Background: an optimization exercise with open tools, aiming at small area and a short achievable clock period. Do not read the settings as production practice. At most, simulation tests tie the RTL to the original design; equivalence was not proved. Power is estimated from default activity; no workload was simulated.

== v29 ==
==> flow/design.v (excerpt) <==
module PipelinedRadix4BoothWallace32
(
    input logic clk,
    input logic run,
    input logic signedFlag,  
    input logic [32 - 1 : 0] multiplicand,
    input logic [32 - 1 : 0] multiplier,
    output logic [64 - 1 : 0] out
);
Size in the first run: about 3100 cells after synthesis, roughly 130 I/O pins, ~0.044 mm2 of cells after synthesis.
Settings: LEC_CHECK=0, CAP_MARGIN=20, CORE_MARGIN=2, CORE_UTILIZATION=50, CTS_BUF_LIST=sky130_fd_sc_hd__clkbuf_4 sky130_fd_sc_hd__clkbuf_8, CTS_CLUSTER_SIZE=30, GPL_TIMING_DRIVEN=0, PLACE_DENSITY=0.65, SETUP_SLACK_MARGIN=1.7, SLEW_MARGIN=20, SYNTH_HIERARCHICAL=1, SYNTH_MINIMUM_KEEP_SIZE=0; clock period 4.2 ns.
run.sh (not shown) runs the stock make flow with config.mk's settings and CLKGATE_MAP_FILE= SYNTH_SCRIPT=/design/flow/synth_recipe.tcl, a recipe that flattens the netlist after the stock synthesis.
Per the final summary, v29 finished and its layout is clean on timing, DRC and antenna.
Relative to v29, the following input files were edited for v50:
Settings: GPL_TIMING_DRIVEN: 0 -> unset; SETUP_SLACK_MARGIN: 1.7 -> 1.9.
Notes after the runs:
- v50: total global routing track utilization lower than v29
- Taking v29 as the reference, in v50 design area went up by 470 um2; via count of the routed design neither gained nor lost much.
- Required time reported for the critical path endpoint ends up higher on v29.
- Compare v29 and v50 | estimated wirelength of the detail-placed design higher: v29
- Simple-gate share of the synthesized area came out exactly the same in v29 and v50.
- Overall power went down slightly going from v29 to v50.
> inputs changed (v50 -> v20)
Settings: changing CORE_UTILIZATION from 50 to 62; changing SETUP_SLACK_MARGIN from 1.9 to 1.7; changing PLACE_DENSITY from 0.65 to 0.72.
Results
- v20 completed end to end with timing, DRC and antenna clean.
- v20: insertion delay to the later sink of the worst-skew pair lower than v50
- Looking at worst slew margin relative to its limit across both flows, v20 is the weaker of the two, with v50 ahead.
- Taking v50 as the reference, in v20 area taken by multi-input logic gates fell by about 8%; non-clock buffer count fell by 188.
- Cmp v20 and v50 / final-layout clock buffer total / higher: v20
- The estimated power of v20 ends up lower than the estimate for v50.
- Between v20 and v50, the number of iterations in the first detailed-routing pass is higher for v50.
- v20 against v50: total wire length after detailed routing -19000 um; relative area change from synthesis to final layout -12 points.
- Minimum clock period after layout down 0.041 ns in v20 wrt v50
## Diff of input files: v45 against v20
Settings: PLACE_DENSITY: 0.72 -> 0.65; CORE_UTILIZATION: 62 -> 50.
[summary]
v20 did not stop at any stage, and its layout met the timing, DRC and antenna checks. v45 went all the way through the flow, and no timing, DRC or antenna check failed. A highest layer used for signal routing of met4 is what v45 shows, while met5 belongs to v20. [compare] base=v20 new=v45: die area went up by about 24%; power in combinational cells has decreased. Across both runs, starting DRC count in detailed routing was lower for v45 than for v20. The lower source-to-sink clock delay at the later pin of the worst-skew pair came out of v20. Minimum clock period after layout on v45 is down relative to v20. v45 against v20: ratio of total power to cell area shows a reduction of 10 mW/mm2, sequential share of layout area shows no meaningful change. As of v45, routed length on met1 had risen by a few percent compared to v20. Compare v20 and v45 | critical path depth lower: v20. Against v20, v45 comes in 0.02 ns higher on register-to-register path setup slack. Between v45 and v20, it is v45 whose maximum frequency is higher, by 2.5 MHz.

PipelinedRadix4BoothWallace32 again, from the RTL that the note above started with.
Design PipelinedRadix4BoothWallace32, start of the top module:
module PipelinedRadix4BoothWallace32
(
    input logic clk,
    input logic run,
    input logic signedFlag,  
    input logic [32 - 1 : 0] multiplicand,
    input logic [32 - 1 : 0] multiplier,
    output logic [64 - 1 : 0] out
);
reg [15:0] r1_one;
reg [15:0] r1_two;
reg [15:0] r1_neg;
reg [0:0] r1_u16;
reg [32:0] r1_ax;
wire s1;
wire c2;
wire s3;
wire c4;
wire s5;
wire c6;
wire s7;
wire c8;
wire s9;
wire c10;
wire s11;
wire c12;
wire s13;
wire c14;
wire s15;
wire c16;
wire s17;
wire c18;
wire s19;
wire c20;
wire s21;
wire c22;
wire s23;
wire c24;
wire s25;
wire c26;
wire s27;
wire c28;
wire s29;
wire c30;
wire s31;
wire c32;
wire s33;
wire c34;
wire s35;
wire c36;
wire s37;
wire c38;
wire s39;
wire c40;
wire s41;
wire c42;
wire s43;
wire c44;
wire s45;
wire c46;
wire s47;
wire c48;
wire s49;
wire c50;
wire s51;
wire c52;
wire s53;
wire c54;
wire s55;
wire c56;
wire s57;
wire c58;
wire s59;
wire c60;
wire s61;
wire c62;
wire s63;
wire c64;
wire s65;
wire c66;
wire s67;
wire c68;
wire s69;
wire c70;
wire s71;
wire c72;
wire s73;
wire c74;
wire s75;
wire c76;
wire s77;
wire c78;
wire s79;
wire c80;
wire s81;
wire c82;
wire s83;
wire c84;
wire s85;
wire c86;
wire s87;
wire c88;
wire s89;
wire c90;
wire s91;
wire c92;
wire s93;
wire c94;
wire s95;
wire c96;
wire s97;
wire c98;
wire s99;
wire c100;
wire s101;
wire c102;
wire s103;
wire c104;
wire s105;
wire c106;
wire s107;
wire c108;
wire s109;
wire c110;
wire s111;
wire c112;
wire s113;
wire c114;
wire s115;
wire c116;
wire s117;
wire c118;
wire s119;
wire c120;
  ...
export LEC_CHECK = 0
export CAP_MARGIN = 20
export CORE_MARGIN = 2
export CORE_UTILIZATION = 50
export CTS_BUF_LIST = sky130_fd_sc_hd__clkbuf_4 sky130_fd_sc_hd__clkbuf_8
export CTS_CLUSTER_SIZE = 30
export PLACE_DENSITY = 0.65
export SETUP_SLACK_MARGIN = 1.65
export SLEW_MARGIN = 20
export SYNTH_HIERARCHICAL = 1
export SYNTH_MINIMUM_KEEP_SIZE = 0
create_clock -name core_clock -period 4.2 [get_ports {clk}]
The starting point completed without violations.
Change:
Settings changed: SETUP_SLACK_MARGIN 1.65 to 1.75.
Result: The new run finished with timing, DRC and antenna clean; power rises by 2.1%; global-route usage grows by 0.59 points; synthesized area stays the same; via count increases by 3.0%.
Change:
Settings changed: CAP_MARGIN 20 to 0, SETUP_SLACK_MARGIN 1.75 to 1.7, SLEW_MARGIN 20 to 0.
Non-clock buffer count shrinks by 25.
Via count shrinks slightly.
Critical path depth is higher by 1.
Setup slack degrades by 19 ps.
Wire length shrinks by a few percent.
Maximum frequency came out lower slightly.
Combinational power drops by a few percent.
Sequential power is about the same.
Die area does not change.
Change:
Settings changed: CAP_MARGIN 0 to 20, SETUP_SLACK_MARGIN 1.7 to 1.5, SLEW_MARGIN 0 to 20.
What happened: The changed run produced a clean layout. Via count fell by 1.3%. Design area went down by 1.1%. Cell count drops by 0.71%. First-iteration DRC count came out higher by 4.0%. Maximum frequency falls by 5.7%. Utilization came out lower by 0.65 points. Non-clock buffer count fell by 41.
Change:
Settings changed: SETUP_SLACK_MARGIN 1.5 to 1.8.
- final area came out higher by a little under a tenth
- first-iteration DRC count came out higher by about a fifth
- via count came out higher by a little under a tenth
- non-clock buffer count came out higher by 148
- power came out higher by a few percent
- routed wire length came out higher by about a fifth

== amber ==
PipelinedRadix4BoothWallace32, a different RTL version from the one above (not shown whole).
For scale: ~660 flip-flops, ~44000 um2 of cells after synthesis.
clock: 4.2 ns
lec_check: 0
cap_margin: 20
core_margin: 2
core_utilization: 50
cts_buf_list: sky130_fd_sc_hd__clkbuf_8
cts_cluster_diameter: 40
cts_cluster_size: 40
place_density: 0.65
setup_slack_margin: 1.7
slew_margin: 20
synth_hierarchical: 1
synth_minimum_keep_size: 0
amber was carried through to the last stage, and its layout satisfied the timing, DRC and antenna checks.
> inputs changed (amber -> indigo)
- removing CTS_CLUSTER_DIAMETER (formerly 40)
- changing CTS_BUF_LIST from sky130_fd_sc_hd__clkbuf_8 to sky130_fd_sc_hd__clkbuf_4 sky130_fd_sc_hd__clkbuf_8
- changing CTS_CLUSTER_SIZE from 40 to 30
Results
- Summary of indigo over amber: final worst setup slack decreased 14 ps; net total in the final layout essentially unchanged; power dissipated in the clock network decreased about 8%; critical path depth decreased 1; critical path arrival decreased 20 ps.
- There was hardly any difference in global-route met3 utilization between indigo and amber.
- In the metrics for indigo and amber, the one carrying the higher slew of the pin with the lowest slew margin is indigo.
- indigo ended with less number of post-CTS setup repair buffers than amber.
- Compared with amber, in indigo fraction of met2 tracks used by global routing moved down; area of all placed cells without fillers moved down; via count of the first global-routing pass moved up.
[inputs] zinc vs indigo
- CTS_BUF_LIST changed from sky130_fd_sc_hd__clkbuf_4 sky130_fd_sc_hd__clkbuf_8 to sky130_fd_sc_hd__clkbuf_8
Notes after the runs:
indigo leaves more setup margin than zinc.
Routed wire length essentially unchanged between indigo and zinc.
Of zinc and indigo, zinc shows the higher met1 routed wirelength after detailed routing, with indigo below it.
zinc gives more post-CTS resize count than indigo did.
From indigo to zinc, sequential element share of the synthesized area did not move at all.
Summary of zinc over indigo: power per unit of standard cell area down 2.9 nW/um2; global-route usage flat; maximum clock rate down 0.0028 GHz; non-clock buffering overhead in the final layout flat; sum of internal, switching and leakage power down 0.61%.
Input changes introduced in raven (baseline for comparison: zinc):
- clearing CTS_BUF_LIST, which used to be sky130_fd_sc_hd__clkbuf_8
Findings:
- raven vs. zinc: routed length on met3 went down by 90 um.
- Compared with zinc, raven shows highest cell delay on the worst timing path lower by 50 ps.
- Summary of the comparison: switching power as a share of total power is lower in raven, relative to zinc.
- raven and zinc ended up with roughly the same combinational group power.
- The fraction of power consumed by the clock network number comes out lower for zinc vs raven.
- raven vs. zinc: combinational group share of total power dropped 1.5 points; total power went up 1600 uW.
[inputs] tundra vs raven
- putting CTS_BUF_LIST at sky130_fd_sc_hd__clkbuf_4 sky130_fd_sc_hd__clkbuf_8 where nothing was set
- swapping 1.7 for 1.8 in SETUP_SLACK_MARGIN
### Flow results
Looking at routed wire length, tundra sits about 2.4% higher than raven does.
Met2 layer usage reported by global route (higher): tundra
In tundra the hold slack turned out 13 ps lower than in raven.
Summary — initial antenna violation count, tundra relative to raven: higher, by 4.
tundra: all stages complete, timing, DRC and antenna checks passed
Between raven and tundra, cell count is lower for raven, tundra comes in above that.
Inputs modified between tundra and juniper:
- setting GPL_ROUTABILITY_DRIVEN to 0 for the first time
- changing SETUP_SLACK_MARGIN from 1.8 to 1.7
## What came out
End of the critical path: r2[144]$_DFFE_PP_ -> tundra, r2[81]$_DFFE_PP_ -> juniper. Number of fill cells in the layout: tundra vs juniper, no meaningful difference. [compare] base=tundra new=juniper: sequential power comparable; areal power density over the cells stayed essentially flat; via density per instance now sits lower. tundra ended up with r1_ax[32]$_DFFE_PP_ as its timing startpoint of the critical path; juniper ended up with r1_ax[22]$_DFFE_PP_.
No functional check of the RTL was part of any run of this note.

port drivers added, routing unchanged:
No port has a modelled driver above. Below, the same layouts with a new extraction and two added sets of constraints. Step 1 (the two cells are an assumption about what drives the block):
set clk [get_ports {clk}]
set_driving_cell -lib_cell sky130_fd_sc_hd__clkbuf_16 $clk
set_driving_cell -lib_cell sky130_fd_sc_hd__buf_2 [delete_from_list [all_inputs] $clk]
Step 2, shift: input delay + t, output delay - t, t = (earliest + latest rising clock arrival at the registers) / 2. This alone moves slack from input paths to output paths. Three values: ideal, step 1, step 2; two values: the first two.
| run | t, ns | setup slack, ns | slew at the worst register clock pin (ns) |
|---|---|---|---|
| v29 | 0.829 | 1.529 / 1.529 / 1.219 | 0.07 / 0.07 |
| v50 | 0.822 | 1.619 / 1.619 / 1.619 | 0.07 / 0.07 |
| v20 | 0.786 | 1.660 / 1.660 / 1.660 | 0.08 / 0.08 |
| v45 | 0.810 | 1.676 / 1.676 / 1.676 | 0.07 / 0.07 |
| the first run of note 2 | 0.814 | 1.658 / 1.655 / 1.658 | 0.07 / 0.07 |
| the second run of note 2 | 0.792 | 1.658 / 1.658 / 1.658 | 0.07 / 0.07 |
| the third run of note 2 | 0.849 | 1.639 / 1.639 / 1.639 | 0.08 / 0.08 |
| the fourth run of note 2 | 0.800 | 1.484 / 1.484 / 1.484 | 0.07 / 0.07 |
| the fifth run of note 2 | 0.816 | 1.596 / 1.596 / 1.596 | 0.07 / 0.07 |
| amber | 0.823 | 1.684 / 1.684 / 1.684 | 0.09 / 0.09 |
| indigo | 0.834 | 1.670 / 1.670 / 1.670 | 0.07 / 0.07 |
| zinc | 0.832 | 1.652 / 1.652 / 1.652 | 0.07 / 0.07 |
| raven | 0.708 | 1.670 / 1.670 / 1.670 | 0.07 / 0.07 |
| tundra | 0.845 | 1.715 / 1.715 / 1.561 | 0.07 / 0.07 |
| juniper | 0.834 | 1.670 / 1.670 / 1.670 | 0.07 / 0.07 |
After both steps setup and hold are still met in every run listed. The setup slack of v29, which loses most, moves by 0.000 ns with the drivers and by -0.310 ns with both steps.
